Source: an optimization exercise on an open RTL-to-GDS flow (aim: small area). Production flows keep margins and buffers that such runs may drop. RTL that was checked went through simulation tests only; none was proved equivalent to the original. Only the layout flow was run in run 4; the RTL was not checked for function there. The clock port is modelled as an ideal driver; clocking choices that lean on that would not hold on a real chip. Power and IR drop assume default switching activity.

--- flow/flow/abc_area.script ---
strash
balance
rewrite
refactor
balance
rewrite
rewrite -z
balance
refactor -z
rewrite -z
balance
dch -f
amap -F 8 -A 30
strash
dch -f
amap -F 8 -A 30
strash
dch -f
amap -F 8 -A 30
topo
--- flow/constraint.sdc ---
create_clock -name core_clock -period 10.0 [get_ports {clk}]
set_input_delay 2.0000 -clock core_clock [delete_from_list [all_inputs] [get_ports {clk}]]
set_output_delay 2.0000 -clock core_clock [all_outputs]
set_load 0.01 [all_outputs]
--- flow/standard.sh ---
#!/bin/bash
# synth_recipe.tcl (not shown) runs the flow's synth.tcl, then flattens the netlist and writes it again
# the make line also repeats each setting of config.mk as NAME=value (left out here)
make -C /OpenROAD-flow-scripts/flow DESIGN_CONFIG=/design/flow/config.mk WORK_HOME=/design/flow/orfs CLKGATE_MAP_FILE= SYNTH_SCRIPT=/design/flow/synth_recipe.tcl "${@:-finish}"
--- flow/flow/run.sh ---
#!/bin/bash
# Standard ORFS layout (the standard.sh) with these changes:
#  - synthesis maps logic with an area-oriented ABC script (flow/abc_area.script,
#    used through ABC_AREA=1 from a local copy of the ORFS scripts folder);
#    registers and the rest of synthesis are unchanged;
#  - port buffers are sky130_fd_sc_hd__buf_1;
#  - the clock tree is built from clkbuf_8 without dummy loads, then each clock
#    buffer is downsized while flip-flop clock slews stay under 110 ps (flow/post_cts.tcl).
set -euo pipefail
rm -rf orfs_scripts
cp -r "$FLOW_HOME/scripts" orfs_scripts
cp flow/abc_area.script orfs_scripts/abc_area.script
export SCRIPTS_DIR="$PWD/orfs_scripts"
export BUFFER_PORTS_ARGS="-buffer_cell sky130_fd_sc_hd__buf_1"
export CTS_ARGS="-sink_clustering_enable -repair_clock_nets -dont_use_dummy_load -buf_list sky130_fd_sc_hd__clkbuf_8"
export POST_CTS_TCL="$PWD/flow/post_cts.tcl"
bash standard.sh > standard.log 2>&1
--- flow/flow/post_cts.tcl ---
# Downsize clock-tree buffers (leaves first, then the root) to the smallest
# clkbuf that keeps every flip-flop clock pin's slew under the limit below,
# measured with placement parasitics.
set ::clk_slew_limit 0.11
set ::clk_sizes {sky130_fd_sc_hd__clkbuf_2 sky130_fd_sc_hd__clkbuf_4 sky130_fd_sc_hd__clkbuf_8 sky130_fd_sc_hd__clkbuf_16}

proc worst_ff_clk_slew {} {
  set worst 0
  foreach p [get_pins -hierarchical */CLK] {
    set s [get_property $p slew_max]
    if {$s > $worst} { set worst $s }
  }
  return $worst
}

proc clk_buf_rank { name } {
  set i [lsearch -exact $::clk_sizes $name]
  return $i
}

estimate_parasitics -placement
puts "post_cts: worst flip-flop clock slew before downsizing [worst_ff_clk_slew]"
set bufs {}
foreach inst [get_cells clkbuf_*] {
  set n [get_property $inst name]
  if {[string match clkbuf_0_* $n]} { set bufs [concat $bufs [list $n]] } else { set bufs [concat [list $n] $bufs] }
}
foreach n $bufs {
  set orig [get_property [get_cells $n] ref_name]
  set r [clk_buf_rank $orig]
  if {$r < 0} continue
  for {set k 0} {$k < $r} {incr k} {
    set c [lindex $::clk_sizes $k]
    replace_cell $n $c
    estimate_parasitics -placement
    if {[worst_ff_clk_slew] <= $::clk_slew_limit} {
      puts "post_cts: $n $orig -> $c"
      break
    }
    replace_cell $n $orig
    estimate_parasitics -placement
  }
}
puts "post_cts: worst flip-flop clock slew after downsizing [worst_ff_clk_slew]"
detailed_placement
estimate_parasitics -placement
--- flow/config.mk ---
export PLATFORM = sky130hd
export DESIGN_NAME = top
export DESIGN_NICKNAME = top
export VERILOG_FILES = /design/flow/design.v
export SDC_FILE = /design/flow/constraint.sdc
export NUM_CORES = 4
export LEC_CHECK = 0
export ABC_AREA = 1
export CAP_MARGIN = 20
export CORE_MARGIN = 2
export CORE_UTILIZATION = 50
export SLEW_MARGIN = 20
--- flow/design.v ---
`timescale 1ns / 1ps
module top(
    input clk,
    input reset,
    input [2:0] btn,
    input [7:0] sw,
    input RsRx,
    output RsTx,
    output [15:0] led,
    output uartTx,
    output uartRx
    );
reg [6:0] l;
reg [4:0] g;
reg [2:0] j6;            
wire l_end = (l == 7'd14);
wire g19 = g[4] & g[1] & g[0];
wire g5  = ~g[3] & g[2] & ~g[1] & g[0];
wire g7  = ~g[3] & g[2] & g[1] & g[0];
wire g15 = g[3] & g[2] & g[1] & g[0];
always @(posedge clk, posedge reset) begin
    if (reset) begin
        l <= 7'd14;
        g <= 5'd5;
        j6 <= 3'd0;
    end else begin
        l <= {l[5:0], ~(l[6] ^ l[5] ^ l_end)};
        g <= (l_end & g19) ? 5'd0 : g + {4'd0, l_end};
        j6 <= {j6[1:0], ~j6[2]};
    end
end
reg [3:0] k;
reg [7:0] d;           
reg       cy;          
wire load = l_end & g5;
wire k_inc = l_end & g15;    
wire [3:0] addend = {k[3] & ~k[1], k[2], k[1] & ~k[3], k[0]};
always @(posedge clk, posedge reset) begin
    if (reset) k <= 4'd15;
    else if (k_inc) k <= (k == 4'd10) ? 4'd0 : k + 4'd1;
end
always @(posedge clk) begin
    if (load) d <= sw;
end
wire a_bit = ~g[2] & addend[g[1:0]];
wire d_bit = d[g[2:0]];
wire s_bit = d_bit ^ a_bit ^ cy;
always @(posedge clk) begin
    if (l_end) cy <= g[3] & ((d_bit & a_bit) | (d_bit & cy) | (a_bit & cy));
end
wire tx_low = ~(k[3] & k[2]) & (g7 | (g[3] & ~s_bit));    
assign RsTx = ~tx_low;
assign uartTx = RsTx;
assign uartRx = RsRx;
reg [3:0] p;
reg [3:0] t;
reg m_a, m_b, m_nl;    
wire rx_tick = ~j6[2] & ~j6[0];
wire rx_idle = p[3] & ~p[2] & p[0];
wire rx_done = p[3] & ~p[1] & p[0];    
reg [2:0] ptr;
wire ptr0 = (ptr == 3'd0);
wire [2:0] i = p[2:0];
wire [7:0] c_u = 8'h55, c_d = 8'h44, c_p = 8'h50, c_n = 8'h4E, c_nl = 8'h0A;
wire e_a  = ptr0 ? c_u[i] : c_p[i];
wire e_b  = ptr0 ? c_d[i] : c_n[i];
wire e_nl = c_nl[i];
wire sample = rx_tick & (&t) & ~p[3];
always @(posedge clk, posedge reset) begin
    if (reset) p <= 4'd11;
    else if (rx_idle) p <= {1'b1, ~RsRx, 2'b11};
    else if (rx_tick) p <= p + {3'd0, &t};
end
always @(posedge clk) begin
    if (rx_idle) t <= 4'd8;
    else if (rx_tick) t <= t + 4'd1;
end
always @(posedge clk) begin
    if (rx_idle) begin
        m_a <= 1'b1; m_b <= 1'b1; m_nl <= 1'b1;
    end else if (sample) begin
        m_a <= m_a & (RsRx == e_a);
        m_b <= m_b & (RsRx == e_b);
        m_nl <= m_nl & (RsRx == e_nl);
    end
end
reg b0u, b0d, b1p, b1n;
always @(posedge clk, posedge reset) begin
    if (reset) ptr <= 3'd0;
    else ptr <= (rx_done & m_nl) ? 3'd0 : ptr + {2'd0, rx_done};
end
always @(posedge clk) begin
    if (rx_done && !m_nl && ptr == 3'd0) begin b0u <= m_a; b0d <= m_b; end
    if (rx_done && !m_nl && ptr == 3'd1) begin b1p <= m_a; b1n <= m_b; end
end
wire cmd_up = rx_done & m_nl & b0u & b1p;
wire cmd_dn = rx_done & m_nl & b0d & b1n;
reg prev_btn;
always @(posedge clk) prev_btn <= btn[0];
wire btn_edge = btn[0] & ~prev_btn;
reg [1:0] mode;
always @(posedge clk, posedge reset) begin
    if (reset) mode <= 2'd0;
    else if (cmd_up) mode <= 2'd1;
    else if (cmd_dn) mode <= 2'd2;
    else if (btn_edge) mode <= (mode == 2'd3) ? 2'd1 : mode + 2'd1;
end
reg [6:0] q;
reg zf, dn;
reg [13:0] cnt_led;
wire counting = mode[0] ^ mode[1];
wire step = counting & (q == 7'd75);
wire [14:0] c;
assign c[0] = step & ~zf;
genvar gi;
generate for (gi = 0; gi < 14; gi = gi + 1) begin : g_ch
    assign c[gi+1] = c[gi] & (cnt_led[gi] ^ dn);
end endgenerate
wire up_wrap = ~dn & (&{cnt_led[13], cnt_led[10:8], cnt_led[3:0]});
wire clr = step & (zf | up_wrap);
wire dn_wrap = c[14];
localparam [13:0] K9999 = 14'd9999;
always @(posedge clk, posedge reset) begin
    if (reset) cnt_led <= 14'd0;
    else cnt_led <= (cnt_led ^ c[13:0]) & {14{~clr}} & (K9999 | {14{~dn_wrap}});
end
always @(posedge clk) begin
    q <= (counting & ~step) ? {q[5:0], ~(q[6] ^ q[5])} : 7'd0;
    if (!counting) zf <= 1'b1;
    else if (step) zf <= 1'b0;
end
always @(posedge clk) if (step) dn <= mode[1];
assign led = {mode, cnt_led};
endmodule
==> impl_metrics.toml, run 1 <==
[drt]
drc = 0
post_drt_wl_per_cell_um = 13.29
route.vias.total = 2280
route.antenna.remaining_nets = 0
totalWireLength_um = 5437
routed_via_density = 5.575
detailedRoute.firstPassIterationCount = 4
initialDrtViolationCount = 148

[power_and_ir_drop]
power_leakage_nw = 1.289
p_seq_share_pct = 63.7
netSwitchingFraction_pct = 24.33
p_sw_w = 0.0001228
power_frac_clock_pct = 27.1
ir_drop_mv = 0.1386
combinational_share_of_power_pct = 9.2
internal_power_w = 0.0003821
cellPowerDensity_mw_per_mm2 = 151.1

[timing]
max_freq_mhz = 218.1
finClkSkew_ns = 0.03360
final_max_slew_viol_count = 0
final.period_utilization_pct = 45.86
max_slew.worst_pin.slew_ns = 1.067
timing.max_slew.rel_slack_pct = 28.32
hold_viol = 0
setup_violations = 0
postLayoutSetupSlackWorst_ns = 5.414
setup_repair_after_global_routing_missed_its_margin = "no"
tns_ns = 0
finalCriticalPeriod_ns = 4.586

[cells_and_area]
mostFrequentLayoutCells = "clkinv_1 (45), nor2_1 (41), dfrtp_1 (30), buf_1 (30), o21ai_0 (19)"
num-fill-cells = 564
most_frequent_standard_cell_in_the_layout_excluding_fill_and_tap_cells = "clkinv_1"
layout.core_utilization_pct = 56.42
final_layout_size_suffix_gt1_share_pct = 6.886
area.growth.synth_to_final_pct = 9.381
final_net_count = 359
final_design_area_no_fill_mm2 = 0.003341
diodes_inserted = 0

[floorplanning]
io_pins = 33
die_width_um = 82.16
die_height_um = 82.16
rows = 28
die-area_mm2 = 0.006749
initial_core_util_pct = 51.58
core_region_area_mm2 = 0.005921

[setup_path]
timing.critical_path.max_delay_family = "compound AO/OA/AOI/OAI gates"
timing.critical_path.required_ns = 8.00
critical-path-max-stage-delay_ns = 0.62
critPathMaxFanout = 7
critical_path_arrival_ns = 2.59
worst-setup-path-type = "register to primary output"
timing.critical_path.cells = "clkinv_1 -> o22ai_1 -> a32oi_1 -> o22a_1 -> fa_1 -> o32ai_1 -> o21ai_0 -> buf_1"
critical_path.slowest_cell = "dfstp_2"
critPathLaunchType = "register"
cp-end-kind = "primary output"
worstPathBufferInverterCount = 2

[clock_network]
cts_sink_count = 72
cts_tree = "built"
worst_setup_hold_path_clk_slew_ns = 0.11
worst_skew_pair.late_latency_ns = 0.34

[logic_synthesis]
synth.yosys.seq_area_share_pct = 59.16
yosys.area.top_type_share_pct = 24.58
syn_area_mm2 = 0.003054
synthesis.instances = 295
synthesis.area_per_instance_um2 = 10.35
synth.largest_area_cell = "dfrtp_1"
synth_fp_nets = 318
synth_area_leaders = "dfrtp_1 (25%), edfxtp_1 (14%), dfxtp_1 (10%)"
synth_cell_types = 32
yosysWarnings = 1
postSynthRegisterBits = 72

[status]
outcome = "finished clean"

[placement]
port_buffers = 30
dpl.hpwl_um = 3835
routabilityCongestion = 0.7690
pre_cts_slack_ns = 5.662
placement.cell_area_mm2 = 0.003261

[global_routing]
number_of_global_route_vias_before_repair = 2103
grt_pass1_wl_um = 9370
grt.overflow.total = 0
grt.total_usage_pct = 18.45
grt_max_degree = 43
number_of_antenna_violations_at_the_first_check_in_global_routing = 0

[hold_path]
min_path_type = "register to register"

[run]
max_cap_viol_count = 0
cells in the mapped netlist:
library cell	instances
a31oi_1	2
o21a_1	1
and3_1	6
a311oi_1	2
o221ai_1	6
nor2_1	41
a32oi_1	2
edfxtp_1	14
nor4_1	6
dfstp_2	12
nand2_1	7
a221o_1	1
o21ai_0	19
nor2b_1	9
a21oi_1	15
o32ai_1	1
ha_1	8
dfxtp_1	16
dfrtp_1	30
nand4b_1	1
nand4_1	4
o22a_1	1
nor3_1	9
clkinv_1	45
fa_1	1
a221oi_1	12
nand3_1	6
buf_4	2
a22oi_1	1
o22ai_1	5
or2_0	1
a211oi_1	9
cell families after synthesis:
kind of cell	share of synthesized area, %
AND/OR/NAND/NOR	13.97
AO/OA/AOI/OAI	16.92
flip-flops	59.16
buffers and inverters	6.022
adder cells (fa/ha/maj)	3.933
layer usage:
metal	GRT usage, %	routed length [um]	part of all wire [%]
met1	24.64	2629	48
met2	29.43	2595	48
met3	4.565	124	2.3
met4	6.500	87	1.6
met5	0	0	0
through the flow:
step | hold slack (ns) | power [W] | cells
final | 0.3510 | 0.0005049 | 409
after global routing | 0.3380 | 0.0005305 | 409
after floorplan | 0.3312 | 0.0003596 | 295
after global placement | 0.3353 | 0.0003726 | 400
after detailed placement | 0.3443 | 0.0003735 | 400
power by group through the flow:
| stage | clock (W) | combinational [W] | sequential, W |
|---|---|---|---|
| after floorplan | 0 | 0.0000320 | 0.000328 |
| after global placement | 0 | 0.0000451 | 0.000327 |
| after detailed placement | 0 | 0.0000459 | 0.000328 |
| after global routing | 0.000155 | 0.0000529 | 0.000323 |
| final | 0.000137 | 0.0000463 | 0.000322 |
final cells by class:
cell class	instances	area [um^2]	area share (%)
Tap cell	75	93.84	2.809
Sequential cell	72	1807	54.08
Clock buffer	9	80.08	2.397
Inverter	45	168.9	5.056
Timing Repair Buffer	32	127.6	3.820
Multi-Input combinational cell	176	1064	31.84
worst paths after layout:
kind | slack (ns) | to | cells past startpoint | startpoint
worst min register to register | 0.35 | l[2] | 0 | l[1]
worst max-delay path | 5.41 | uartTx | 8 | g[0]
max in group asynchronous | 7.85 | l[3] | 3 | reset
worst max register to register | 5.97 | cnt_led[5] | 19 | q[6]
min in group asynchronous | 1.74 | mode[0] | 3 | reset
worst min-delay path | 0.35 | l[2] | 0 | l[1]
flip-flops by register name, summed over array words and instances (netlist names), 2 cells and up:
register,flops
j6,3
t,4
cnt_led,14
q,7
k,4
p,4
d,8
g,5
mode,2
ptr,3
l,7
worst register-to-register path, stage by stage, from the launching register on:
cell      delay, ns
dfxtp_1        0.36
clkinv_1       0.08
nor4_1         0.37
clkinv_1       0.15
nor3_1         0.21
o221ai_1       0.22
clkinv_1       0.11
o21ai_0        0.15
clkinv_1       0.10
o21ai_0        0.15
nor2_1         0.21
clkinv_1       0.12
nor2_1         0.18
o221ai_1       0.19
clkinv_1       0.09
o221ai_1       0.19
clkinv_1       0.10
o221ai_1       0.15
o21ai_0        0.62
a221oi_1       0.12
==> inputs of run 2 (changes only) <==
==> flow/flow/abc_area.script (replaced) <==
strash
balance
rewrite
refactor
balance
rewrite
rewrite -z
balance
refactor -z
rewrite -z
balance
dch -f
amap
strash
dch -f
amap
strash
dch -f
amap
topo
==> run 2 against run 1 <==
Effect of this change: clock skew decreased by 0.0067 ns; fmax decreased by 5.8%; worst hold slack got worse by 0.0029 ns; cell area increased by 0.11%; synthesized cell count increased by 1.7%; flip-flop and latch count unchanged; critical path depth increased by 9; via count decreased by 2.1%; first-iteration DRC count decreased by 53%; clock-buffer cell count unchanged; highest routed layer unchanged.
==> impl_metrics.toml, run 2 <==
[drt]
detailedRoute.firstPassIterationCount = 4
route.antenna.remaining_nets = 0
drc = 0
routed_via_density = 5.404
route.vias.total = 2232
initialDrtViolationCount = 70
totalWireLength_um = 5314
post_drt_wl_per_cell_um = 12.87

[setup_path]
regToRegStartpoint = "mode[1]"
critical-path-max-stage-delay_ns = 0.72
path_common_cell = "clkinv_1"
critPathMaxFanout = 6
worst-setup-path-type = "register to register"
critPathLaunchType = "register"
cp-end-kind = "register"
worstPathBufferInverterCount = 4
critical_path_arrival_ns = 5.20
critical_path.slowest_cell = "a2111oi_0"
timing.critical_path.cells = "clkinv_1 -> ha_1 -> nor2_1 -> o21ai_0 -> a211oi_1 -> o21ai_0 -> a211oi_1 -> clkinv_1 -> a211oi_1 -> clkinv_1 -> a2111oi_0 -> o221ai_1 -> nor2_1 -> clkinv_1 -> nor2_1 -> a21o_1 -> a221oi_1"
startpoint = "mode[1]"
timing.critical_path.max_delay_family = "compound AO/OA/AOI/OAI gates"
timing.critical_path.required_ns = 10.34

[floorplanning]
io_pins = 33
initial_core_util_pct = 51.92
die-area_mm2 = 0.006791
die_height_um = 82.41
die_width_um = 82.41
core_region_area_mm2 = 0.005921
rows = 28

[clock_network]
cts_tree = "built"
worst_skew_pair.late_latency_ns = 0.47
worst_setup_hold_path_clk_slew_ns = 0.11
cts_sink_count = 72

[power_and_ir_drop]
ir_drop_mv = 0.1068
cellPowerDensity_mw_per_mm2 = 150.6
power_leakage_nw = 1.244

[cells_and_area]
final_net_count = 363
largest_register_ff_count = 14
mostFrequentLayoutCells = "nor2_1 (47), clkinv_1 (41), dfrtp_1 (30), buf_1 (30), a211oi_1 (18)"
final_layout_size_suffix_gt1_share_pct = 6.509
most_frequent_standard_cell_in_the_layout_excluding_fill_and_tap_cells = "nor2_1"
area.growth.synth_to_final_pct = 8.791
reg.largest.list = "cnt_led: 14 flops, d: 8 flops"
largest-register = "cnt_led"
diodes_inserted = 0

[logic_synthesis]
syn_area_mm2 = 0.003074
synth.area.mux_share_pct = 0
synthFlopType = "dfrtp_1"
synth_cell_types = 35
synthAdderAreaFrac_pct = 3.907
share_of_the_synthesized_area_in_compound_gates_ao_oa_aoi_oai_pct = 16.52
netlist_top_cells_count = "nor2_1 (47), clkinv_1 (41), dfrtp_1 (30)"
synthesis.area_per_instance_um2 = 10.25
synthesis.instances = 300
synth_top_family_by_area = "compound AO/OA/AOI/OAI gates"
synth.largest_area_cell = "dfrtp_1"
postSynthRegisterBits = 72
synthMostInstantiatedCell = "nor2_1"
synth.yosys.seq_area_share_pct = 58.77
yosysWarnings = 1
synth_fp_nets = 323
post_synth_and_or_nand_nor_area_fraction_pct = 15.30
asyncSetResetFlopFracSynth_pct = 58.33
yosys.area.top_type_share_pct = 24.42
synth-xor-area-share_pct = 0
synth_area_leaders = "dfrtp_1 (24%), edfxtp_1 (14%), dfxtp_1 (10%)"
synth-edff-count = 14

[timing]
setup_repair_after_global_routing_missed_its_margin = "no"
max_freq_mhz = 205.4
tns_ns = 0
timing.max_slew.rel_slack_pct = 39.98
final_max_slew_viol_count = 0
finalCriticalPeriod_ns = 4.869
setup_violations = 0
finClkSkew_ns = 0.02688
max_slew.worst_pin.slew_ns = 0.8776
hold_viol = 0
worst_hold_check_slack_ns = 0.3481
final.period_utilization_pct = 48.69

[global_routing]
grt_max_degree = 43
number_of_global_route_vias_before_repair = 2066
grt.overflow.total = 0
grt.total_usage_pct = 18.09
number_of_antenna_violations_at_the_first_check_in_global_routing = 0
grt_pass1_wl_um = 9142

[status]
outcome = "finished clean"

[hold_path]
min_path_type = "register to register"
hold_crit_start = "l[1]"

[placement]
port_buffers = 30
routabilityCongestion = 0.7952
dpl.hpwl_um = 3675

[run]
max_cap_viol_count = 0
run 2: layer usage:
layer / wire length, um / GRT usage (%)
met1: 2663 / 24.34
met2: 2393 / 27.42
met3: 168 / 3.587
met4: 88 / 10.00
met5: 0 / 0
run 2: power by group:
part	total, W	switching (W)	internal (W)	leakage, nW
Combinational	0.0000506	0.0000305	0.0000201	0.440
Sequential	0.000322	0.00000793	0.000314	0.761
Clock	0.000131	0.0000873	0.0000435	0.0435
Total	0.000504	0.000126	0.000378	1.24
run 2: worst register-to-register path: cells and delay by family (launching register included):
family / cells / cell delay (ns)
and+or+nand+nor: 3 / 0.70
adders and majority gates: 1 / 0.34
DFF: 1 / 0.37
AOI/OAI and AO/OA: 9 / 2.82
buffers and inverters: 4 / 0.51
run 2: final cells by class:
class	instances	area, um^2
Fill cell	529	2576
Sequential cell	72	1807
Multi-Input combinational cell	185	1099
Inverter	41	153.9
Timing Repair Buffer	31	120.1
Tap cell	75	93.84
Clock buffer	9	71.32
run 2: cell families (layout without fill, tap and decap cells):
kind of cell,count (synthesis),after routing
buffers and inverters,43,81
and+or+nand+nor,100,100
DFF,72,72
AOI/OAI and AO/OA,76,76
adders and majority gates,9,9
run 2: final timing paths:
kind | end | slack [ns] | cells after the start
min in group asynchronous | g[4] | 1.62 | 3
hold / removal | l[2] | 0.35 | 0
setup reg to reg | cnt_led[11] | 5.13 | 17
hold reg to reg | l[2] | 0.35 | 0
max in group asynchronous | k[2] | 7.99 | 3
setup / recovery | cnt_led[11] | 5.13 | 17
run 2: per-stage QoR:
step           cells   power, W  area (um^2)  setup slack [ns]  utilization, %
6_report         413  0.0005036         3344             5.131           56.49
5_1_grt          413  0.0005309         3344             4.429           56.49
3_5_place_dp     404  0.0003805         3273             5.123           55.28
3_3_place_gp     404  0.0003788         3273             5.150           55.28
2_1_floorplan    300  0.0003645         3074             5.836               -
==> inputs of run 3 (changes only) <==
==> flow/flow/abc_area.script (replaced) <==
strash
balance
resub -K 6
rewrite
resub -K 6 -N 2
refactor
resub -K 8
balance
resub -K 8 -N 2
rewrite
resub -K 10
rewrite -z
resub -K 10 -N 2
balance
resub -K 12
refactor -z
resub -K 12 -N 2
rewrite -z
balance
balance
resub -K 6
rewrite
resub -K 6 -N 2
refactor
resub -K 8
balance
resub -K 8 -N 2
rewrite
resub -K 10
rewrite -z
resub -K 10 -N 2
balance
resub -K 12
refactor -z
resub -K 12 -N 2
rewrite -z
balance
dch -f
amap
strash
dch -f
amap
strash
dch -f
amap
topo
==> run 3 against run 2 <==
Effect of this change: still clean on timing, DRC and antenna; register-to-register slack better by 0.07 ns; worst hold slack improved by 0.016 ns; cell area is 0.64% higher; utilization about the same; synthesized area up 0.28%; flip-flop and latch count stayed put; final cell count increased by 0.24%; clock skew hardly changed; worst setup slack better by 0.075 ns; via count down 0.36%; sequential power about the same; critical path type unchanged; critical endpoint is now cnt_led[5].
==> impl_metrics.toml, run 3 <==
[logic_synthesis]
synth.largest_area_cell = "dfrtp_1"
synthesis.area_per_instance_um2 = 10.24
synth_cell_types = 36
synthMostInstantiatedCell = "nor2_1"
asyncSetResetFlopFracSynth_pct = 58.33
netlist_top_cells_count = "nor2_1 (46), clkinv_1 (44), dfrtp_1 (30)"
synthesis.instances = 301
yosysWarnings = 1
yosys.area.top_type_share_pct = 24.35
syn_area_mm2 = 0.003083
synth_area_leaders = "dfrtp_1 (24%), edfxtp_1 (14%), dfxtp_1 (10%)"
synthFlopType = "dfrtp_1"
synth-edff-count = 14
synth_fp_nets = 324
postSynthRegisterBits = 72
synth.yosys.seq_area_share_pct = 58.60

[drt]
post_drt_wl_per_cell_um = 12.77
detailedRoute.firstPassIterationCount = 6
route.antenna.remaining_nets = 0
route.vias.total = 2224
totalWireLength_um = 5286
drc = 0
initialDrtViolationCount = 95
routed_via_density = 5.372

[floorplanning]
die-area_mm2 = 0.006810
io_pins = 33
initial_core_util_pct = 51.76
core_region_area_mm2 = 0.005956
die_width_um = 82.53
die_height_um = 82.53
rows = 28

[power_and_ir_drop]
cellPowerDensity_mw_per_mm2 = 150.6
power_leakage_nw = 1.264
ir_drop_mv = 0.08860

[cells_and_area]
largest_register_ff_count = 14
most_frequent_standard_cell_in_the_layout_excluding_fill_and_tap_cells = "nor2_1"
num-fill-cells = 569
diodes_inserted = 0
mostFrequentLayoutCells = "nor2_1 (46), clkinv_1 (44), dfrtp_1 (30), buf_1 (30), dfxtp_1 (16)"
reg.largest.list = "cnt_led: 14 flops, d: 8 flops"
final_net_count = 364
area.growth.synth_to_final_pct = 9.172
final_layout_size_suffix_gt1_share_pct = 6.490
largest-register = "cnt_led"
final_design_area_no_fill_mm2 = 0.003366

[global_routing]
number_of_global_route_vias_before_repair = 1989
grt_max_degree = 25
grt_pass1_wl_um = 8659
grt.overflow.total = 0
number_of_antenna_violations_at_the_first_check_in_global_routing = 0
grt.total_usage_pct = 16.62

[setup_path]
critPathLaunchType = "register"
worst-setup-path-type = "register to register"
timing.critical_path.cells = "clkinv_1 -> ha_1 -> nor2_1 -> clkinv_1 -> nor3_1 -> o221ai_1 -> nor2_1 -> clkinv_1 -> a211oi_1 -> clkinv_1 -> a211oi_1 -> clkinv_1 -> nor2_1 -> o221ai_1 -> nor2_1 -> o221ai_1 -> o21ai_0 -> a221oi_1"
critical_path.slowest_cell = "o21ai_0"
path_common_cell = "clkinv_1"
critical_path_arrival_ns = 5.08
critical-path-max-stage-delay_ns = 0.67
worstPathBufferInverterCount = 5
timing.critical_path.max_delay_family = "compound AO/OA/AOI/OAI gates"
timing.critical_path.required_ns = 10.29
critPathMaxFanout = 6
cp-end-kind = "register"

[status]
outcome = "finished clean"

[timing]
max_freq_mhz = 208.6
setup_violations = 0
finClkSkew_ns = 0.02645
worst_hold_check_slack_ns = 0.3645
tns_ns = 0
final_max_slew_viol_count = 0
hold_viol = 0
timing.max_slew.rel_slack_pct = 43.95
max_slew.worst_pin.slew_ns = 0.8343
finalCriticalPeriod_ns = 4.794
final.period_utilization_pct = 47.94
setup_repair_after_global_routing_missed_its_margin = "no"

[placement]
placement.cell_area_mm2 = 0.003282
dpl.hpwl_um = 3768
routabilityCongestion = 0.7915
port_buffers = 30

[clock_network]
cts_tree = "built"
cts_sink_count = 72
worst_setup_hold_path_clk_slew_ns = 0.09
worst_skew_pair.late_latency_ns = 0.47

[hold_path]
min_path_type = "register to register"

[run]
max_cap_viol_count = 0
[run 3: cell families after synthesis]
family	Yosys count	synth area share (%)
AO/OA/AOI/OAI	76	16.92
AND/OR/NAND/NOR	98	14.73
flip-flops	72	58.60
adder cells (fa/ha/maj)	9	3.896
buffers and inverters	46	5.844
[run 3: stage by stage]
stage	std cells	power (W)	utilization [%]	setup WS, ns
final	414	0.0005068	56.51	5.206
after global routing	414	0.0005332	56.51	4.480
after detailed placement	405	0.0003759	55.11	5.227
after global placement	405	0.0003755	55.11	5.289
after floorplan	301	0.0003612	-	5.881
[run 3: cell type report]
class	instances	area (um^2)	area share [%]
inverter	44	165.2	4.907
sequential	72	1807	53.68
multi-input combinational	183	1096	32.57
tap	75	93.84	2.788
timing repair buffer	31	120.1	3.569
clock buffer	9	83.83	2.491
[run 3: per-layer routing]
metal,routed length [um],track usage (%),share of wire (%)
met1,2652,22.97,50
met2,2362,24.68,45
met3,214,3.478,4.0
met4,57,8.525,1.1
met5,0,0,0
[run 3: final timing paths]
check,cells past startpoint,start,to,slack [ns]
worst max-delay path,18,mode[1],cnt_led[5],5.21
worst min-delay path,0,l[0],l[1],0.36
worst max register to register,18,mode[1],cnt_led[5],5.21
worst min register to register,0,l[0],l[1],0.36
max in group asynchronous,3,reset,g[2],7.72
min in group asynchronous,2,reset,cnt_led[6],1.52
[run 3: where the power goes]
| group | internal (W) | switching (W) | leakage (nW) |
|---|---|---|---|
| registers | 0.000313 | 0.00000718 | 0.781 |
| logic | 0.0000191 | 0.0000293 | 0.434 |
| clock network | 0.0000518 | 0.0000860 | 0.0487 |
==> inputs of run 4 (changes only) <==
--- a/flow/design.v
+++ b/flow/design.v
@@ -14,5 +14,5 @@
 reg [4:0] g;
 reg [2:0] j6;            
-wire l_end = (l == 7'd14);
+wire l_end = (l == 7'd28);
 wire g19 = g[4] & g[1] & g[0];
 wire g5  = ~g[3] & g[2] & ~g[1] & g[0];
@@ -21,9 +21,9 @@
 always @(posedge clk, posedge reset) begin
     if (reset) begin
-        l <= 7'd14;
+        l <= 7'd28;
         g <= 5'd5;
         j6 <= 3'd0;
     end else begin
-        l <= {l[5:0], ~(l[6] ^ l[5] ^ l_end)};
+        l <= {l[5:0], ~(l[6] ^ l[0] ^ l_end)};
         g <= (l_end & g19) ? 5'd0 : g + {4'd0, l_end};
         j6 <= {j6[1:0], ~j6[2]};
==> run 4 against run 3 <==
Effect of this change: via count is 0.18% higher; total power is 0.22% higher; worst hold slack better by 0.0079 ns; critical path depth stayed put; worst setup slack worse by 0.0080 ns; clock power hardly changed; non-clock buffer count is 1 higher; cell area is 0.26% higher; synthesized cell count stayed put; final cell count is 0.24% higher; still clean; first-iteration DRC count is 6.3% higher.
==> impl_metrics.toml, run 4 <==
[placement]
port_buffers = 30
dpl.hpwl_um = 3635
routabilityCongestion = 0.7425

[power_and_ir_drop]
cellPowerDensity_mw_per_mm2 = 150.5
power_leakage_nw = 1.259
p_total_w = 0.0005079
ir_drop_mv = 0.1261

[setup_path]
timing.reg2reg.worst_path_depth = 18
timing.critical_path.required_ns = 10.16
critical_path_arrival_ns = 4.96
worstPathBufferInverterCount = 5
timing.critical_path.max_delay_family = "compound AO/OA/AOI/OAI gates"
critPathLaunchType = "register"
worst-setup-path-type = "register to register"
path_common_cell = "clkinv_1"
critical-path-max-stage-delay_ns = 0.67
cp_num_cells = 18
critPathMaxFanout = 6
timing.critical_path.cells = "clkinv_1 -> ha_1 -> nor2_1 -> clkinv_1 -> nor3_1 -> o221ai_1 -> nor2_1 -> clkinv_1 -> a211oi_1 -> clkinv_1 -> a211oi_1 -> clkinv_1 -> nor2_1 -> o221ai_1 -> nor2_1 -> o221ai_1 -> o21ai_0 -> a221oi_1"
cp-end-kind = "register"
critical_path.slowest_cell = "o21ai_0"

[logic_synthesis]
yosysWarnings = 1
synth_fp_nets = 324
synthMostInstantiatedCell = "clkinv_1"
synthFlopType = "dfrtp_1"
asyncSetResetFlopFracSynth_pct = 58.33
synth_area_leaders = "dfrtp_1 (24%), edfxtp_1 (14%), dfxtp_1 (10%)"
postSynthRegisterBits = 72
synthesis.area_per_instance_um2 = 10.24
netlist_top_cells_count = "clkinv_1 (47), nor2_1 (41), dfrtp_1 (30)"
synth.yosys.seq_area_share_pct = 58.63
synth.largest_area_cell = "dfrtp_1"
synth-edff-count = 14
syn_area_mm2 = 0.003082
synth_cell_types = 31
synthesis.instances = 301
yosys.area.top_type_share_pct = 24.36

[floorplanning]
io_pins = 33
die_height_um = 82.51
rows = 28
core_region_area_mm2 = 0.005956
initial_core_util_pct = 51.74
die_width_um = 82.51
die-area_mm2 = 0.006807

[hold_path]
holdPathStages = 0
min_path_type = "register to register"

[drt]
totalWireLength_um = 5210
post_drt_wl_per_cell_um = 12.55
route.vias.total = 2228
route.antenna.remaining_nets = 0
initialDrtViolationCount = 101
detailedRoute.firstPassIterationCount = 4
drc = 0
routed_via_density = 5.369

[clock_network]
worst_setup_hold_path_clk_slew_ns = 0.09
cts_sink_count = 72
cts_tree = "built"
worst_skew_pair.late_latency_ns = 0.34

[timing]
final.period_utilization_pct = 48.02
finClkSkew_ns = 0.02958
finalCriticalPeriod_ns = 4.802
final_max_slew_viol_count = 0
setup_violations = 0
tns_ns = 0
max_slew.worst_pin.slew_ns = 0.8378
setup_repair_after_global_routing_missed_its_margin = "no"
hold_viol = 0
timing.max_slew.rel_slack_pct = 43.72
max_freq_mhz = 208.2

[global_routing]
number_of_antenna_violations_at_the_first_check_in_global_routing = 0
number_of_global_route_vias_before_repair = 2086
grt_pass1_wl_um = 8914
grt_max_degree = 43
grt.overflow.total = 0
grt.total_usage_pct = 17.21

[cells_and_area]
diodes_inserted = 0
area.growth.synth_to_final_pct = 9.501
most_frequent_standard_cell_in_the_layout_excluding_fill_and_tap_cells = "clkinv_1"
final_layout_size_suffix_gt1_share_pct = 6.765
num-fill-cells = 533
largest-register = "cnt_led"
largest_register_ff_count = 14
reg.largest.list = "cnt_led: 14 flops, d: 8 flops"
mostFrequentLayoutCells = "clkinv_1 (47), nor2_1 (41), dfrtp_1 (30), buf_1 (30), a211oi_1 (17)"
final_net_count = 365

[run]
max_cap_viol_count = 0

[status]
outcome = "finished clean"
-- run 4: layer usage --
layer	up-vias	share of wire, %	GRT usage (%)	wire (um)
met1	1017	50	22.70	2603
met4	0	1.9	8.361	97
li1	1161	-	-	-
met5	-	0	0	0
met2	40	45	26.37	2339
met3	10	3.3	4.565	170
-- run 4: logic make-up after synthesis --
kind of cell	synth area share, %
buffers and inverters	6.212
and+or+nand+nor	14.41
adders and majority gates	3.898
DFF	58.63
AOI/OAI and AO/OA	16.85
-- run 4: worst paths after layout --
path / from / end / slack, ns
max: mode[1] / cnt_led[5] / 5.20
min: l[2] / l[3] / 0.37
max reg2reg: mode[1] / cnt_led[5] / 5.20
min reg2reg: l[2] / l[3] / 0.37
max in group asynchronous: reset / g[0] / 7.85
min in group asynchronous: reset / cnt_led[10] / 1.75
-- run 4: final cells by class --
cell class	instances	area (um^2)	area share (%)
multi-input combinational	180	1084	32.11
timing repair buffer	32	127.6	3.782
sequential	72	1807	53.54
inverter	47	176.4	5.228
clock buffer	9	86.33	2.558
tap	75	93.84	2.781
-- run 4: power by group --
part | internal (W) | switching, W | total (W) | leakage [nW]
logic | 0.0000191 | 0.0000296 | 0.0000487 | 0.423
registers | 0.000313 | 0.00000680 | 0.000320 | 0.786
clock network | 0.0000551 | 0.0000838 | 0.000139 | 0.0492
total | 0.000388 | 0.000120 | 0.000508 | 1.26
-- run 4: stage by stage --
stage,util (%),std cells,setup WS (ns),area (um^2),hold slack [ns]
5_1_grt,56.66,415,4.642,3374,0.3825
3_5_place_dp,55.21,406,5.205,3288,0.3380
3_3_place_gp,55.21,406,5.363,3288,0.3368
2_1_floorplan,-,301,5.881,3082,0.3312
6_report,56.66,415,5.198,3374,0.3724
==> inputs of run 5 (changes only) <==
--- a/flow/design.v
+++ b/flow/design.v
@@ -14,5 +14,5 @@
 reg [4:0] g;
 reg [2:0] j6;            
-wire l_end = (l == 7'd28);
+wire l_end = (l == 7'd14);
 wire g19 = g[4] & g[1] & g[0];
 wire g5  = ~g[3] & g[2] & ~g[1] & g[0];
@@ -21,9 +21,9 @@
 always @(posedge clk, posedge reset) begin
     if (reset) begin
-        l <= 7'd28;
+        l <= 7'd14;
         g <= 5'd5;
         j6 <= 3'd0;
     end else begin
-        l <= {l[5:0], ~(l[6] ^ l[0] ^ l_end)};
+        l <= {l[5:0], ~(l[6] ^ l[5] ^ l_end)};
         g <= (l_end & g19) ? 5'd0 : g + {4'd0, l_end};
         j6 <= {j6[1:0], ~j6[2]};
--- a/flow/flow/run.sh
+++ b/flow/flow/run.sh
@@ -6,5 +6,6 @@
 #  - port buffers are sky130_fd_sc_hd__buf_1;
 #  - the clock tree is built from clkbuf_8 without dummy loads, then each clock
-#    buffer is downsized while flip-flop clock slews stay under 110 ps (flow/post_cts.tcl).
+#    buffer is downsized, greedily, while flip-flop clock slews stay under 110 ps
+#    (flow/post_cts.tcl).
 set -euo pipefail
 rm -rf orfs_scripts
==> flow/flow/abc_area.script (replaced) <==
strash
balance
rewrite
refactor
balance
rewrite
rewrite -z
balance
refactor -z
rewrite -z
balance
dch -f
amap
strash
dch -f
amap
strash
dch -f
amap
topo
==> flow/flow/post_cts.tcl (replaced) <==
# Downsize clock-tree buffers to save area while every flip-flop clock pin's
# slew (placement parasitics) stays under ::clk_slew_limit. Greedy: repeatedly
# apply the single one-step downsizing that leaves the smallest worst slew.
set ::clk_slew_limit 0.11
set ::clk_sizes {sky130_fd_sc_hd__clkbuf_1 sky130_fd_sc_hd__clkbuf_2 sky130_fd_sc_hd__clkbuf_4 sky130_fd_sc_hd__clkbuf_8 sky130_fd_sc_hd__clkbuf_16}

proc worst_ff_clk_slew {} {
  set worst 0
  foreach p [get_pins -hierarchical */CLK] {
    set s [get_property $p slew_max]
    if {$s > $worst} { set worst $s }
  }
  return $worst
}

estimate_parasitics -placement
puts "post_cts: worst flip-flop clock slew before downsizing [worst_ff_clk_slew]"
set names {}
foreach inst [get_cells clkbuf_*] { lappend names [get_property $inst name] }
while {1} {
  set best ""
  set best_s 1e9
  set best_c ""
  foreach n $names {
    set orig [get_property [get_cells $n] ref_name]
    set r [lsearch -exact $::clk_sizes $orig]
    if {$r <= 0} continue
    set c [lindex $::clk_sizes [expr {$r - 1}]]
    replace_cell $n $c
    estimate_parasitics -placement
    set s [worst_ff_clk_slew]
    replace_cell $n $orig
    if {$s <= $::clk_slew_limit && $s < $best_s} {
      set best $n
      set best_s $s
      set best_c $c
    }
  }
  if {$best == ""} break
  puts "post_cts: $best [get_property [get_cells $best] ref_name] -> $best_c (worst slew $best_s)"
  replace_cell $best $best_c
}
estimate_parasitics -placement
puts "post_cts: worst flip-flop clock slew after downsizing [worst_ff_clk_slew]"
detailed_placement
estimate_parasitics -placement
==> run 5 against run 4 <==
Effect of this change: cell area decreased by 0.74%; clock skew up 0.0044 ns; utilization shrank 0.087 points; worst hold slack worse by 0.038 ns; combinational power rose by 4%; worst setup slack worse by 0.17 ns; wire length grew 2.1%; total power shrank 0.14%; die area decreased by 0.23%; global-route usage rose by 0.86 points; via count is 0.18% lower; largest power group unchanged.
==> impl_metrics.toml, run 5 <==
[timing]
postLayoutSetupSlackWorst_ns = 5.025
finClkSkew_ns = 0.03397
final.period_utilization_pct = 49.75
hold_viol = 0
max_freq_mhz = 201.0
worst_hold_check_slack_ns = 0.3341
tns_ns = 0
final_max_slew_viol_count = 0
max_slew.worst_pin.slew_ns = 0.8776
finalCriticalPeriod_ns = 4.975
setup_violations = 0
timing.max_slew.rel_slack_pct = 39.98
setup_repair_after_global_routing_missed_its_margin = "no"

[drt]
initialDrtViolationCount = 65
drc = 0
post_drt_wl_per_cell_um = 12.88
routed_via_density = 5.385
detailedRoute.firstPassIterationCount = 4
route.vias.total = 2224
totalWireLength_um = 5318
route.antenna.remaining_nets = 0

[cells_and_area]
final_layout_size_suffix_gt1_share_pct = 6.213
area.growth.synth_to_final_pct = 8.954
diodes_inserted = 0
reg.largest.list = "cnt_led: 14 flops, d: 8 flops"
final_net_count = 363
largest-register = "cnt_led"
most_frequent_standard_cell_in_the_layout_excluding_fill_and_tap_cells = "nor2_1"
mostFrequentLayoutCells = "nor2_1 (47), clkinv_1 (41), dfrtp_1 (30), buf_1 (30), a211oi_1 (18)"
largest_register_ff_count = 14

[logic_synthesis]
synth.yosys.seq_area_share_pct = 58.77
synth.largest_area_cell = "dfrtp_1"
postSynthRegisterBits = 72
yosys.area.top_type_share_pct = 24.42
synth_fp_nets = 323
synthesis.instances = 300
synth-edff-count = 14
netlist_top_cells_count = "nor2_1 (47), clkinv_1 (41), dfrtp_1 (30)"
synthesis.area_per_instance_um2 = 10.25
synth_area_leaders = "dfrtp_1 (24%), edfxtp_1 (14%), dfxtp_1 (10%)"
asyncSetResetFlopFracSynth_pct = 58.33
synthMostInstantiatedCell = "nor2_1"
synth_cell_types = 35
syn_area_mm2 = 0.003074
synthFlopType = "dfrtp_1"
yosysWarnings = 1

[global_routing]
number_of_global_route_vias_before_repair = 2067
number_of_antenna_violations_at_the_first_check_in_global_routing = 0
grt.total_usage_pct = 18.07
grt.overflow.total = 0
grt_pass1_wl_um = 9142
grt_max_degree = 43

[setup_path]
timing.reg2reg.worst_path_depth = 17
timing.critical_path.cells = "clkinv_1 -> o22ai_1 -> a22oi_1 -> o22a_1 -> fa_1 -> o32ai_1 -> o21ai_0 -> buf_1"
timing.critical_path.required_ns = 8.00
critical_path.slowest_cell = "dfstp_2"
timing.critical_path.max_delay_family = "compound AO/OA/AOI/OAI gates"
cp-end-kind = "primary output"
critical_path_arrival_ns = 2.97
setup.reg_to_reg.worst_slack_ns = 5.13
critPathMaxFanout = 10
worst-setup-path-type = "register to primary output"
critPathLaunchType = "register"
critical-path-max-stage-delay_ns = 0.63
cp_num_cells = 8
worstPathBufferInverterCount = 2

[clock_network]
worst_skew_pair.late_latency_ns = 0.71
worst_setup_hold_path_clk_slew_ns = 0.10
cts_sink_count = 72
cts_tree = "built"

[run]
max_cap_viol_count = 0

[placement]
port_buffers = 30
dpl.hpwl_um = 3675
pre_cts_slack_ns = 5.123
routabilityCongestion = 0.7952

[floorplanning]
die-area_mm2 = 0.006791
core_region_area_mm2 = 0.005921
initial_core_util_pct = 51.92
io_pins = 33
rows = 28
die_width_um = 82.41
die_height_um = 82.41

[power_and_ir_drop]
ir_drop_mv = 0.1067
power_leakage_nw = 1.244
cellPowerDensity_mw_per_mm2 = 151.4
p_total_w = 0.0005072

[hold_path]
min_path_type = "register to register"
holdPathStages = 0

[status]
outcome = "finished clean"
-- run 5: cell count changes in the layout (fill, tap and decap cells not counted), moves of 2 or more --
cell      previous run  this run
a22oi_1              6         4
clkinv_1            47        41
o21ai_0             15        17
nor2_1              41        47
a221oi_1             5         7
nor3_1               8         6
o221ai_1             6         4
o22ai_1              9         6
-- run 5: cell families after synthesis --
| logic type | synth area share, % |
|---|---|
| adders and majority gates | 3.907 |
| and+or+nand+nor | 15.30 |
| DFF | 58.77 |
| buffers and inverters | 5.494 |
| AOI/OAI and AO/OA | 16.52 |
-- run 5: final timing paths --
check,from,end
min in group asynchronous,reset,cnt_led[0]
hold reg to reg,l[2],l[3]
setup / recovery,g[0],uartTx
setup reg to reg,mode[1],cnt_led[11]
hold / removal,l[2],l[3]
max in group asynchronous,reset,g[0]
-- run 5: cell type report --
| class | instances | area (um^2) |
|---|---|---|
| Fill cell | 526 | 2571 |
| Tap cell | 75 | 93.84 |
| Multi-Input combinational cell | 185 | 1099 |
| Timing Repair Buffer | 31 | 120.1 |
| Sequential cell | 72 | 1807 |
| Clock buffer | 9 | 76.32 |
| Inverter | 41 | 153.9 |
-- run 5: power by group --
group | leakage [nW] | internal, W | total, W | switching (W)
logic | 0.440 | 0.0000201 | 0.0000506 | 0.0000305
registers | 0.761 | 0.000314 | 0.000322 | 0.00000793
clock network | 0.0432 | 0.0000464 | 0.000134 | 0.0000879
-- run 5: routing by layer --
metal	vias up	routed length (um)	GRT usage, %
li1	1156	-	-
met1	1025	2667	24.20
met2	33	2385	27.50
met3	10	175	3.587
met4	0	89	10.00
met5	-	0	0
-- run 5: through the flow --
stage	instance area (um^2)	util, %	cells
after floorplan	3074	-	300
after global placement	3273	55.28	404
after detailed placement	3273	55.28	404
after global routing	3349	56.57	413
final	3349	56.57	413
==> inputs of run 6 (changes only) <==
--- a/flow/flow/run.sh
+++ b/flow/flow/run.sh
@@ -5,6 +5,6 @@
 #    registers and the rest of synthesis are unchanged;
 #  - port buffers are sky130_fd_sc_hd__buf_1;
-#  - the clock tree is built from clkbuf_8 without dummy loads, then each clock
-#    buffer is downsized, greedily, while flip-flop clock slews stay under 110 ps
+#  - the clock tree is built from clkbuf_8 without dummy loads, then its buffers
+#    are resized to the smallest that keep flip-flop clock slews under 110 ps
 #    (flow/post_cts.tcl).
 set -euo pipefail
==> flow/flow/abc_area.script (replaced) <==
strash
balance
rewrite
refactor
balance
rewrite
rewrite -z
balance
refactor -z
rewrite -z
balance
dch -f
amap -F 8 -A 30
strash
dch -f
amap -F 8 -A 30
strash
dch -f
amap -F 8 -A 30
topo
==> flow/flow/post_cts.tcl (replaced) <==
set ::clk_slew_limit 0.11
set ::clk_sizes {sky130_fd_sc_hd__clkbuf_1 sky130_fd_sc_hd__clkbuf_2 sky130_fd_sc_hd__clkbuf_4 sky130_fd_sc_hd__clkbuf_8 sky130_fd_sc_hd__clkbuf_16}

proc ff_clk_pins_of { inst } {
  set res {}
  foreach p [get_pins -of_objects [get_nets -of_objects [get_pins $inst/X]]] {
    if {[string match */CLK [get_full_name $p]]} { lappend res $p }
  }
  return $res
}
proc worst_slew_of { pins } {
  set worst 0
  foreach p $pins {
    set s [get_property $p slew_max]
    if {$s > $worst} { set worst $s }
  }
  return $worst
}
proc clk_area { names } {
  set a 0
  foreach n $names { set a [expr {$a + [get_property [get_lib_cells [get_property [get_cells $n] ref_name]] area]}] }
  return $a
}

set all_ff_clk [get_pins -hierarchical */CLK]
set root ""
set leaves {}
foreach inst [get_cells clkbuf_*] {
  set n [get_property $inst name]
  set drv [get_pins -of_objects [get_nets -of_objects [get_pins $n/A]] -filter "direction == output"]
  if {[llength $drv] == 0} { set root $n } else { lappend leaves $n }
}
set leaf_pins [dict create]
foreach n $leaves { dict set leaf_pins $n [ff_clk_pins_of $n] }
set orig [dict create]
foreach n [concat [list $root] $leaves] { dict set orig $n [get_property [get_cells $n] ref_name] }
estimate_parasitics -placement
puts "post_cts: root $root, [llength $leaves] leaves, worst slew before [worst_slew_of $all_ff_clk]"

set best_area 1e9
set best_sizes {}
foreach rs {sky130_fd_sc_hd__clkbuf_1 sky130_fd_sc_hd__clkbuf_2 sky130_fd_sc_hd__clkbuf_4 sky130_fd_sc_hd__clkbuf_8} {
  replace_cell $root $rs
  foreach n $leaves { replace_cell $n sky130_fd_sc_hd__clkbuf_8 }
  set sizes [dict create $root $rs]
  foreach n $leaves {
    set chosen sky130_fd_sc_hd__clkbuf_8
    foreach c {sky130_fd_sc_hd__clkbuf_1 sky130_fd_sc_hd__clkbuf_2 sky130_fd_sc_hd__clkbuf_4} {
      replace_cell $n $c
      estimate_parasitics -placement
      if {[worst_slew_of [dict get $leaf_pins $n]] <= $::clk_slew_limit} { set chosen $c; break }
    }
    replace_cell $n $chosen
    dict set sizes $n $chosen
  }
  estimate_parasitics -placement
  set w [worst_slew_of $all_ff_clk]
  set a [clk_area [concat [list $root] $leaves]]
  puts "post_cts: root $rs -> area $a worst $w"
  if {$w <= $::clk_slew_limit && $a < $best_area} { set best_area $a; set best_sizes $sizes }
}
if {$best_sizes == {}} { set best_sizes $orig }
dict for {n c} $best_sizes { replace_cell $n $c }
estimate_parasitics -placement
# upsize until every pin is under the limit (leaf loads shift the root's slew)
while {[worst_slew_of $all_ff_clk] > $::clk_slew_limit} {
  set worst_n ""; set worst_s 0
  foreach n $leaves {
    set s [worst_slew_of [dict get $leaf_pins $n]]
    if {$s > $worst_s} { set worst_s $s; set worst_n $n }
  }
  set r [lsearch -exact $::clk_sizes [get_property [get_cells $worst_n] ref_name]]
  if {$r >= [llength $::clk_sizes] - 1} break
  replace_cell $worst_n [lindex $::clk_sizes [expr {$r + 1}]]
  estimate_parasitics -placement
}
foreach n [concat [list $root] $leaves] { puts "post_cts: $n [get_property [get_cells $n] ref_name]" }
puts "post_cts: clock buffer area [clk_area [concat [list $root] $leaves]], worst flip-flop clock slew [worst_slew_of $all_ff_clk]"
detailed_placement
estimate_parasitics -placement
--- a/flow/config.mk
+++ b/flow/config.mk
@@ -9,4 +9,5 @@
 export CAP_MARGIN = 20
 export CORE_MARGIN = 2
-export CORE_UTILIZATION = 50
+export CORE_UTILIZATION = 65
+export PLACE_DENSITY = 0.75
 export SLEW_MARGIN = 20
==> run 6 against run 5 <==
Effect of this change: worst setup slack gained 0.24 ns; critical endpoint unchanged; highest routed layer unchanged; clock power shrank 7%; critical path type unchanged; sequential share of layout area grew 0.78 points; cell area shrank 1.4%; final cell count shrank 6.5%; register-to-register slack gained 0.89 ns; worst hold slack gained 0.018 ns; die area shrank 23%; total power shrank 2.9%; clock skew shrank 0.011 ns; sequential power is essentially flat; clock-buffer cell count is the same.
==> impl_metrics.toml, run 6 <==
[drt]
totalWireLength_um = 5281
route.vias.total = 2264
drc = 0
detailedRoute.firstPassIterationCount = 4
route.antenna.remaining_nets = 0
routed_via_density = 5.865
initialDrtViolationCount = 149
post_drt_wl_per_cell_um = 13.68

[timing]
timing.max_slew.rel_slack_pct = 47.85
max_slew.worst_pin.slew_ns = 0.7751
final.period_utilization_pct = 47.33
setup_repair_after_global_routing_missed_its_margin = "no"
finClkSkew_ns = 0.02316
max_freq_mhz = 211.3
finalCriticalPeriod_ns = 4.733
tns_ns = 0
setup_violations = 0
hold_viol = 0
final_max_slew_viol_count = 0

[cells_and_area]
final_net_count = 359
area.growth.synth_to_final_pct = 8.112
register_area_mm2 = 0.001807
layout.core_utilization_pct = 74.30
reg.largest.list = "cnt_led: 14 flops, d: 8 flops"
num-fill-cells = 339
largest_register_ff_count = 14
finalNonFillerCells = 386
mostFrequentLayoutCells = "clkinv_1 (45), nor2_1 (41), dfrtp_1 (30), buf_1 (30), o21ai_0 (19)"
diodes_inserted = 0
largest-register = "cnt_led"
most_frequent_standard_cell_in_the_layout_excluding_fill_and_tap_cells = "clkinv_1"
multi_input_area_mm2 = 0.001069
final_layout_size_suffix_gt1_share_pct = 7.186

[hold_path]
holdPathStages = 0
hold_crit_start = "j6[1]"
min_path_type = "register to register"
whs_endpoint = "j6[2]"

[setup_path]
setup.reg_to_reg.worst_slack_ns = 6.02
critical_path_arrival_ns = 2.73
worst_r2r_endpoint = "cnt_led[11]"
worst-setup-path-type = "register to primary output"
critPathLaunchType = "register"
timing.critical_path.required_ns = 8.00
critPathMaxFanout = 7
timing.reg2reg.worst_path_depth = 19
regToRegStartpoint = "q[6]"
cp-end-kind = "primary output"

[logic_synthesis]
synth.largest_area_cell = "dfrtp_1"
postSynthRegisterBits = 72
yosysWarnings = 1
synth_fp_nets = 318
synthesis.instances = 295
yosys.area.top_type_share_pct = 24.58
netlist_top_cells_count = "clkinv_1 (45), nor2_1 (41), dfrtp_1 (30)"
synth.yosys.seq_area_share_pct = 59.16
synthFlopType = "dfrtp_1"
synth_cell_types = 32
asyncSetResetFlopFracSynth_pct = 58.33
syn_area_mm2 = 0.003054
synth_area_leaders = "dfrtp_1 (25%), edfxtp_1 (14%), dfxtp_1 (10%)"
synthMostInstantiatedCell = "clkinv_1"
synthesis.area_per_instance_um2 = 10.35
synth-edff-count = 14

[run]
max_cap_viol_count = 0

[status]
outcome = "finished clean"

[placement]
dpl.hpwl_um = 3644
port_buffers = 30
routabilityCongestion = 0.7937
dp.cells = 377

[floorplanning]
die_width_um = 72.55
die-area_mm2 = 0.005263
initial_core_util_pct = 68.72
die_height_um = 72.55
io_pins = 33
rows = 24
core_region_area_mm2 = 0.004444

[clock_network]
cts_sink_count = 72
worst_skew_pair.late_latency_ns = 0.49
worst_setup_hold_path_clk_slew_ns = 0.10
cts_tree = "built"

[global_routing]
grt_max_degree = 43
number_of_global_route_vias_before_repair = 2024
grt.overflow.total = 0
number_of_antenna_violations_at_the_first_check_in_global_routing = 0
grt_pass1_wl_um = 8880
grt.total_usage_pct = 22.30

[power_and_ir_drop]
cellPowerDensity_mw_per_mm2 = 149.2
p_total_w = 0.0004926
power_leakage_nw = 1.284
ir_drop_mv = 0.1462
[run 6: cell types whose count changed in the layout (fill, tap and decap cells not counted), moves of 3 or more]
cell,previous run,this run
a211oi_1,18,9
a21oi_1,11,15
a221oi_1,7,12
a22oi_1,4,1
and3_1,2,6
clkinv_1,41,45
nor2_1,47,41
nor2b_1,12,9
or2_0,4,1
[run 6: layout make-up]
cell class	instances	share of cell area [%]
Sequential cell	72	54.72
Timing Repair Buffer	32	3.865
Inverter	45	5.116
Tap cell	52	1.970
Clock buffer	9	1.970
Multi-Input combinational cell	176	32.36
[run 6: worst max-delay path by stage]
stage          slack, ns      to  start  cells past startpoint
5_1_grt             5.02    RsTx   g[0]                      8
6_report            5.27  uartTx   g[0]                      8
3_5_place_dp        5.67  uartRx   RsRx                      2
3_3_place_gp        5.67  uartRx   RsRx                      2
2_1_floorplan       5.87  uartTx   g[0]                      8
[run 6: cells by family after synthesis]
group	share of synthesized area, %
DFF	59.16
buffers and inverters	6.022
adders and majority gates	3.933
AOI/OAI and AO/OA	16.92
and+or+nand+nor	13.97
[run 6: report_power, final]
part / internal (W) / switching, W / total (W)
logic: 0.0000177 / 0.0000282 / 0.0000459
registers: 0.000313 / 0.00000812 / 0.000321
clock network: 0.0000392 / 0.0000860 / 0.000125
[run 6: per-layer routing]
layer / part of all wire [%] / global-route usage (%) / vias to the layer above
met5: 0 / 0 / -
met2: 48 / 34.14 / 36
met4: 2.3 / 12.35 / 0
met1: 47 / 30.19 / 1063
met3: 3.0 / 4.167 / 11
li1: - / - / 1154
[run 6: critical path, stage by stage (launching register included)]
cell,delay (ns)
dfstp_2,0.61
clkinv_1,0.20
o22ai_1,0.21
a32oi_1,0.08
o22a_1,0.24
fa_1,0.47
o32ai_1,0.13
o21ai_0,0.16
buf_1,0.15
[run 6: through the flow]
stage	hold slack [ns]	area [um^2]	setup WS, ns
after floorplan	0.3312	3054	5.871
after global placement	0.3388	3232	5.670
after detailed placement	0.3458	3232	5.666
after global routing	0.3620	3302	5.019
final	0.3522	3302	5.267
==> inputs of run 7 (changes only) <==
--- a/flow/config.mk
+++ b/flow/config.mk
@@ -9,5 +9,4 @@
 export CAP_MARGIN = 20
 export CORE_MARGIN = 2
-export CORE_UTILIZATION = 65
-export PLACE_DENSITY = 0.75
+export CORE_UTILIZATION = 50
 export SLEW_MARGIN = 20
==> run 7 against run 6 <==
Effect of this change: still clean on timing, DRC and antenna; non-clock buffer count did not move; via count rose by 0.57%; utilization fell by 18 points; global-route usage fell by 3.9 points; combinational power rose by 0.9%; flip-flop and latch count did not move; final cell count rose by 6.0%; sequential power barely moved; total power rose by 2.1%; worst setup slack improved by 0.062 ns; clock skew rose by 0.0079 ns; critical path type unchanged; highest routed layer unchanged.
==> impl_metrics.toml, run 7 <==
[setup_path]
worst-setup-path-type = "register to primary output"
timing.critical_path.required_ns = 8.00
regToRegStartpoint = "q[6]"
cp-end-kind = "primary output"
critical_path_arrival_ns = 2.67
worst_r2r_endpoint = "cnt_led[5]"
startpoint = "g[0]"
timing.reg2reg.worst_path_depth = 19
crit_end = "uartTx"
critPathMaxFanout = 7
critPathLaunchType = "register"
setup.reg_to_reg.worst_slack_ns = 5.97

[placement]
port_buffers = 30
dpl.hpwl_um = 3835
routabilityCongestion = 0.7690

[logic_synthesis]
asyncSetResetFlopFracSynth_pct = 58.33
synth_area_leaders = "dfrtp_1 (25%), edfxtp_1 (14%), dfxtp_1 (10%)"
yosys.area.top_type_share_pct = 24.58
synthFlopType = "dfrtp_1"
synth.largest_area_cell = "dfrtp_1"
synth_fp_nets = 318
yosysWarnings = 1
synthesis.area_per_instance_um2 = 10.35
postSynthRegisterBits = 72
synth-edff-count = 14
synth.yosys.seq_area_share_pct = 59.16
netlist_top_cells_count = "clkinv_1 (45), nor2_1 (41), dfrtp_1 (30)"
syn_area_mm2 = 0.003054
synthMostInstantiatedCell = "clkinv_1"
synth_cell_types = 32
synthesis.instances = 295

[floorplanning]
rows = 28
initial_core_util_pct = 51.58
io_pins = 33
die_height_um = 82.16
die_width_um = 82.16
die-area_mm2 = 0.006749
core_region_area_mm2 = 0.005921

[cells_and_area]
largest_register_ff_count = 14
most_frequent_standard_cell_in_the_layout_excluding_fill_and_tap_cells = "clkinv_1"
diodes_inserted = 0
reg.largest.list = "cnt_led: 14 flops, d: 8 flops"
layout.core_utilization_pct = 56.38
final_net_count = 359
largest-register = "cnt_led"
area.growth.synth_to_final_pct = 9.299
mostFrequentLayoutCells = "clkinv_1 (45), nor2_1 (41), dfrtp_1 (30), buf_1 (30), o21ai_0 (19)"
final_layout_size_suffix_gt1_share_pct = 6.886

[power_and_ir_drop]
ir_drop_mv = 0.1380
cellPowerDensity_mw_per_mm2 = 150.7
power_leakage_nw = 1.289
p_total_w = 0.0005029

[timing]
hold_viol = 0
worst_hold_check_slack_ns = 0.3603
max_slew.worst_pin.slew_ns = 1.066
finClkSkew_ns = 0.03102
setup_violations = 0
final.period_utilization_pct = 46.71
finalCriticalPeriod_ns = 4.671
final_max_slew_viol_count = 0
max_freq_mhz = 214.1
tns_ns = 0
setup_repair_after_global_routing_missed_its_margin = "no"
timing.max_slew.rel_slack_pct = 28.36

[global_routing]
grt.total_usage_pct = 18.42
number_of_global_route_vias_before_repair = 2101
number_of_antenna_violations_at_the_first_check_in_global_routing = 0
grt_max_degree = 43
grt.overflow.total = 0
grt_pass1_wl_um = 9356

[drt]
drc = 0
initialDrtViolationCount = 132
post_drt_wl_per_cell_um = 13.34
route.antenna.remaining_nets = 0
detailedRoute.firstPassIterationCount = 4
route.vias.total = 2277
routed_via_density = 5.567
totalWireLength_um = 5456

[hold_path]
min_path_type = "register to register"

[clock_network]
worst_skew_pair.late_latency_ns = 0.47
worst_setup_hold_path_clk_slew_ns = 0.09
cts_sink_count = 72
cts_tree = "built"

[status]
outcome = "finished clean"

[run]
max_cap_viol_count = 0
-- run 7: cell counts after synthesis --
Identical to the previous run, type by type.
-- run 7: layer usage --
layer | share of wire, % | global-route usage [%] | routed length (um) | vias to the layer above
met5 | 0 | 0 | 0 | -
met4 | 1.4 | 6.500 | 79 | 0
met3 | 2.2 | 4.565 | 118 | 7
met2 | 48 | 29.51 | 2606 | 30
met1 | 49 | 24.50 | 2651 | 1085
li1 | - | - | - | 1155
-- run 7: worst min-delay path by stage --
stage,to,cells past startpoint,from
6_report,j6[2],0,j6[1]
5_1_grt,j6[2],0,j6[1]
3_5_place_dp,j6[2],0,j6[1]
3_3_place_gp,j6[2],0,j6[1]
2_1_floorplan,j6[2],0,j6[1]
-- run 7: layout make-up --
type                       count  area [um^2]
multi-input combinational    176         1064
fill                         566         2582
sequential                    72         1807
inverter                      45        168.9
clock buffer                   9        77.57
timing repair buffer          32        127.6
tap                           75        93.84
-- run 7: cells by family after synthesis --
group	synth area share (%)
flops	59.16
fa+ha+maj	3.933
buf+inv	6.022
simple gates	13.97
compound gates	16.92
-- run 7: metrics by stage --
step                      std cells  instance area [um^2]  setup slack (ns)
final                           409                  3338             5.329
after global routing            409                  3338             5.122
after detailed placement        400                  3261             5.662
after global placement          400                  3261             5.664
after floorplan                 295                  3054             5.871
-- run 7: power breakdown --
part	total, W	switching (W)	internal (W)	leakage [nW]
clock network	0.000135	0.0000873	0.0000477	0.0461
registers	0.000322	0.00000832	0.000313	0.781
logic	0.0000463	0.0000285	0.0000178	0.461
-- run 7: worst max-delay path, cell delays in order (launching register included) --
cell and delay (ns):
dfstp_2 0.60, clkinv_1 0.20, nor2_1 0.28, a311oi_1 0.14, nor2_1 0.14, fa_1 0.43
o32ai_1 0.14, o21ai_0 0.16, buf_1 0.15

[separate check: timing with driven ports]
In the flow no input, the clock included, has a driving cell. The finished layouts below were timed again as built, in two steps. Step 1 (the two cells are an assumption about what drives the block):
set clk [get_ports {clk}]
set_driving_cell -lib_cell sky130_fd_sc_hd__clkbuf_16 $clk
set_driving_cell -lib_cell sky130_fd_sc_hd__buf_2 [delete_from_list [all_inputs] $clk]
Step 2 times the ports against the registers' clock, not the clock port: input delays grow and output delays shrink by t, the midpoint of the rising clock arrivals with the driver on. Slacks: ideal / step 1 / step 2; pairs: ideal / step 1.
run	shift t [ns]	setup slack, ns	worst register clock-pin slew, ns
run 1	0.350	5.414 / 5.388 / 5.626	0.11 / 0.11
run 2	0.483	5.131 / 5.131 / 5.131	0.11 / 0.11
run 3	0.479	5.206 / 5.206 / 5.206	0.09 / 0.09
run 4	0.350	5.198 / 5.198 / 5.198	0.10 / 0.10
run 5	0.720	5.025 / 4.996 / 5.132	0.10 / 0.10
run 6	0.500	5.267 / 5.241 / 5.649	0.10 / 0.10
run 7	0.476	5.329 / 5.305 / 5.629	0.10 / 0.10
After both steps setup and hold are still met in every run listed.
